This is an optimization exercise on Yosys and OpenROAD, whose aim is small area and a short achievable clock period, not a production implementation. Function was checked by simulation only, so behaviour that the tests miss may differ from the original. Power figures rest on the tool's default switching activity, not on a simulated workload.

==> flow/design.v (outline; a module is shown in full before it is edited, if it fits) <==
// module IMU_synth: 2025 lines
module IMU_synth (data, value, row, clk, rst);
  // ...
==> flow/flow/run.sh <==
#!/bin/bash
# Layout flow: the standard ORFS flow (standard.sh) with two make settings added:
#  - SYNTH_ARGS=-noabc: Yosys's synth skips its early generic "abc -fast" pass, so extract_fa
#    maps the RTL's explicit full adders directly, without polarity inverters between them.
#    Registers, their names and their cell types are the same as the standard synthesis.
#  - BUFFER_PORTS_ARGS: the port buffers are buf_2 cells (repair may resize them later).
# Each tool's full output is in orfs/logs/; make's own output goes to standard.log.
set -euo pipefail
bash standard.sh SYNTH_ARGS=-noabc "BUFFER_PORTS_ARGS=-buffer_cell sky130_fd_sc_hd__buf_2" finish > standard.log 2>&1
==> flow/standard.sh <==
#!/bin/bash
# synth_recipe.tcl (not shown) runs the flow's synth.tcl, then flattens the netlist and writes it again
# the make line also repeats each setting of config.mk as NAME=value (left out here)
make -C /OpenROAD-flow-scripts/flow DESIGN_CONFIG=/design/flow/config.mk WORK_HOME=/design/flow/orfs CLKGATE_MAP_FILE= SYNTH_SCRIPT=/design/flow/synth_recipe.tcl "${@:-finish}"
==> flow/config.mk <==
export PLATFORM = sky130hd
export DESIGN_NAME = IMU_synth
export DESIGN_NICKNAME = IMU_synth
export VERILOG_FILES = /design/flow/design.v
export SDC_FILE = /design/flow/constraint.sdc
export NUM_CORES = 4
export LEC_CHECK = 0
export ABC_CLOCK_PERIOD_IN_PS = 4000
export CAP_MARGIN = 20
export CORE_MARGIN = 2
export CORE_UTILIZATION = 45
export CTS_BUF_LIST = sky130_fd_sc_hd__clkbuf_4 sky130_fd_sc_hd__clkbuf_8
export SETUP_SLACK_MARGIN = 2.8
export SLEW_MARGIN = 20
==> flow/constraint.sdc <==
create_clock -name core_clock -period 8.0 [get_ports {clk}]
set_input_delay 1.6000 -clock core_clock [delete_from_list [all_inputs] [get_ports {clk}]]
set_output_delay 1.6000 -clock core_clock [all_outputs]
set_load 0.01 [all_outputs]
==> summary.txt, run 1 <==
bufs w/o clock=between 150 and 200; most frequent cell after synthesis=xnor2_1; Max IR drop VDD=roughly 0.00025 V; period utilization=61.90%; H-Tree Depth=4; Cell Area, Synth=around 17,000 um^2; cell internal pwr=4.006 mW; num rows=70; Hold Slack=0.3326 ns; Clk pwr share=a little under 8%; Endpoint, Worst Hold=e_q[7]; largest net degree at the start of global routing=28; setup_tns=0 ns; FF/Latch Area=2765 um^2; fin. max-slew vios=0; outcome=timing/DRC/antenna clean; first-pass GRT wire length=76,460 um; beginning of the critical path=ci_q; Top pwr grp=combinational logic; metal3 WL=4733 um; Die X-Extent=197.1 um; post-place setup slack=~3 ns; GR Overflow Total=0; hold wc startpoint=e_r[7]; CTS Buf Count=17
==> inputs of run 2 (changes only) <==
--- a/flow/config.mk
+++ b/flow/config.mk
@@ -10,5 +10,5 @@
 export CORE_MARGIN = 2
 export CORE_UTILIZATION = 45
 export CTS_BUF_LIST = sky130_fd_sc_hd__clkbuf_4 sky130_fd_sc_hd__clkbuf_8
-export SETUP_SLACK_MARGIN = 2.8
+export SETUP_SLACK_MARGIN = 3.3
 export SLEW_MARGIN = 20
==> summary.txt, run 2 <==
setup_tns=0 ns (unchanged); Max IR drop VDD=0.0002557 V (was 0.0002517 V); pwr dens=427.7 nW/um^2 (was 424.5 nW/um^2); actual slew at the worst max-slew pin=0.7065 ns (was 1.139 ns); biggest area consumer among synthesized cells=fa_1 (unchanged); slowest CP cell=dfxtp_4 (was o31a_2); Iter 0 DRT Violations=1,168 (was 1,182); CP max stage delay=0.36 ns (was 0.44 ns); largest family of logic cells by synthesized area=adder cells (unchanged); DR vias=13,126 (was 12,895); CP Launch Type=flop (unchanged); Final Hold Vio Count=0 (unchanged); period utilization=58.25% (was 61.90%); DP Area=17,580 um^2 (unchanged); H-Tree Depth=4 (unchanged); Hold Buf Count CTS=0 (unchanged); Simple-Gate Fraction of Synth Area=5.465% (unchanged); post-synthesis compound-gate area fraction=17.85% (unchanged); Post-synth top cells=xnor2_1, fa_1, a22oi_1 (unchanged); max-cap violations=0 (unchanged); Mapped Nets=2,074 (unchanged); Cell Area, Synth=16,780 um^2 (unchanged); Syn-to-layout area delta=11.01% (was 8.015%); area share of fa/ha/maj cells after synthesis=38.06% (unchanged); # IOs=98 (unchanged); maximum clock rate=214.6 MHz (was 202.0 MHz); share of the synthesized area in the top cell type=30.90% (unchanged); Critical Path, Cell by Cell=a21oi_4 > o21ai_2 > a221oi_4 > a2bb2oi_4 > o311ai_4 > buf_12 > buf_12 > a211oi_4 > buf_4 > o21ai_1 > o22ai_2 > buf_2 (was a211oi_2 > nor3_4 > and4_4 > o21ai_4 > o31a_2 > o211ai_4 > o21ai_1 > o22ai_1 > buf_2); Pleak=7.532 nW (was 7.311 nW); post-route minimum period=4.660 ns (was 4.952 ns); fin. max-slew vios=0 (unchanged); post-route clock skew=0.02918 ns (was 0.03184 ns); first-pass GRT wire length=76,960 um (was 76,460 um); vias in the first global route=13,377 (was 13,276); Routed WL=49,980 um (was 48,990 um); leading registers by flop count=hp_q: 31 flops, hg_q: 28 flops, a_r: 23 flops (unchanged); Layout Utilization=50.76% (was 49.39%); Yosys reg bits=138 (unchanged); synth warn=1 (unchanged); WL/cell=23.00 um (was 22.86 um); chip height=197.1 um (unchanged); multiplexer share of the synthesized area=0.3579% (unchanged); delay-heaviest family, CP=compound AO/OA/AOI/OAI gates (unchanged); n_diodes=0 (unchanged); final instance area=18,630 um^2 (was 18,130 um^2); max_slew headroom=52.85% (was 23.93%); num rows=70 (unchanged); Gate Count Post-Synth=1,653 (unchanged); # setup viols final=0 (unchanged); TritonRoute pass-1 iters=8 (was 5); most frequent cell after synthesis=xnor2_1 (unchanged); CP Buf/Inv Count=4 (was 1); Critical Path Sink Type=output pin (unchanged); CTS Sinks=138 (unchanged); Layout Nets=2,113 (was 2,083); EDFF count, synth=0 (unchanged); CP arrival=3.06 ns (was 3.35 ns); setup ws final=3.340 ns (was 3.048 ns); post-route ant nets=0 (unchanged); outcome=timing/DRC/antenna clean (unchanged); ys async rst share=0% (unchanged); GR Overflow Total=0 (unchanged); Die X-Extent=197.1 um (unchanged); Final Wtd Congestion=0.8821 (unchanged); post-place setup slack=2.991 ns (unchanged); Hold Slack=0.3327 ns (was 0.3326 ns); Buffers on Ports=97 (unchanged); top_reg_cell synth=dfxtp_1 (unchanged); Top cell by count, worst path=buf_12; most frequent cells in the layout=xnor2_1, fa_1, a22oi_1 (unchanged); CTS Buf Count=17 (unchanged); DR vias/cell=6.040 (was 6.017); initial antenna violation count=0 (unchanged); max reg flops=31 (unchanged); most common cell after layout, fill and taps aside=xnor2_1 (unchanged); mean area per synthesized cell=10.15 um^2 (unchanged); XOR/XNOR Fraction of Synth Area=15.81% (unchanged); Critical Path Fanout Max=4 (was 16); die area=38,850 um^2 (unchanged); fraction of layout instances using a drive strength above 1=16.89% (was 12.48%); GR Util All Layers=25.83% (was 25.69%); Synth area leaders=fa_1, dfxtp_1, xnor2_1, a22oi_1, ha_1 (unchanged); crit path kind=flop to output pin (unchanged); Biggest register=hp_q (unchanged); dpl hpwl=33,960 um (unchanged); worst-skew pair later-pin latency=0.49 ns (about the same); largest net degree at the start of global routing=28 (unchanged); CP required=6.40 ns (about the same); Netlist cell types=66 (unchanged); hold crit path type=flop to flop (unchanged); Initial Utilization=45.73% (unchanged); core area=36,700 um^2 (unchanged); clk slew on worst S/H paths=0.09 ns (was 0.10 ns); clock tree from TritonCTS=done (unchanged); Clock Tree Buf Depth=2 (unchanged); unrepaired setup endpoints after global routing=yes (was no); DR DRC count=0 (unchanged); clk root buf=clkbuf_8 (unchanged); Seq/Total Area, Yosys=16.46% (unchanged); fill cell count=3,340 (was 3,351)
[run 2: cell types whose count changed in the layout (fill, tap and decap cells not counted), moves of 6 or more]
cell     delta
a21oi_2     +6
buf_6       +8
dfxtp_2    +19
buf_4      +19
a21oi_1     -8
dfxtp_1    -27
dfxtp_4     +8
[run 2: worst paths after layout]
kind / cells past startpoint / start / slack [ns] / endpoint
worst max-delay path: 12 / hp_q[12] / 3.34 / data[19]
worst min-delay path: 0 / e_r[7] / 0.33 / e_q[7]
worst max register to register: 10 / a_r[15] / 3.47 / hp_q[4]
worst min register to register: 0 / e_r[7] / 0.33 / e_q[7]
[run 2: layout make-up]
type | instances | area, um^2 | area share, %
Inverter | 102 | 382.9 | 2.055
Sequential cell | 138 | 2819 | 15.13
Timing Repair Buffer | 180 | 1194 | 6.407
Multi-Input combinational cell | 1253 | 13250 | 71.13
Clock buffer | 20 | 269.0 | 1.444
Tap cell | 468 | 585.6 | 3.143
Clock inverter | 12 | 128.9 | 0.6918
[run 2: cells by family after synthesis]
| kind of cell | after synthesis |
|---|---|
| AOI/OAI and AO/OA | 416 |
| adders and majority gates | 355 |
| xor gates and xnor gates | 303 |
| buffers and inverters | 265 |
| and+or+nand+nor | 170 |
| DFF | 138 |
| muxes | 6 |
[run 2: through the flow]
stage / instances / power (mW)
2_1_floorplan: 1653 / 5.215
3_3_place_gp: 2100 / 6.761
3_5_place_dp: 2100 / 6.983
4_1_cts: 2152 / 7.804
5_1_grt: 2173 / 8.956
6_report: 2173 / 7.968
[run 2: worst reg2reg max path: cells and delay by family, from the launching register on]
kind | cells | cell delay [ns]
AO/OA/AOI/OAI | 1 | 0.17
XOR/XNOR | 1 | 0.18
flip-flops | 1 | 0.73
adder cells (fa/ha/maj) | 8 | 3.34
[run 2: routing by layer]
| metal | GRT usage (%) | share of wire (%) |
|---|---|---|
| met1 | 37.09 | 44 |
| met2 | 39.10 | 45 |
| met3 | 5.634 | 9.7 |
| met4 | 7.714 | 2.0 |
| met5 | 0 | 0 |
[run 2: what timing repair did]
item / 4_1_cts / 5_1_grt
gates cloned: 2 / 3
resized for setup: 31 / 58
endpoints found under the setup margin: 43 / 40
buffers inserted: 18 / 18
pin swaps: 13 / 33
[run 2: power by group]
group | internal (mW) | leakage [nW] | switching, mW
logic | 2.84 | 6.16 | 3.26
registers | 1.05 | 1.16 | 0.215
clock network | 0.276 | 0.204 | 0.331
total | 4.17 | 7.53 | 3.80

## re-timing with driven ports
The results above use ideal ports. As a check the final layouts listed here were re-extracted and re-timed, cells and wires unchanged. Step 1 sets driving cells, clkbuf_16 on the clock port and buf_2 on the other inputs (assumed; they add their load-dependent delay and slew). Step 2 moves the port delays by t, midway between the first and last clock arrival at a register: inputs arrive t later, outputs are due t later. That takes back most of the time a late clock gives input paths. a / b / c = no drivers / after step 1 / after step 2; a / b = the first two.
| run | t, ns | slack for setup (ns) | cell pins on the clock port's net |
|---|---|---|---|
| run 1 | 0.522 | 3.048 / 3.002 / 3.069 | 1 |
| run 2 | 0.518 | 3.340 / 3.294 / 3.466 | 1 |
After both steps every run listed still meets setup and hold.
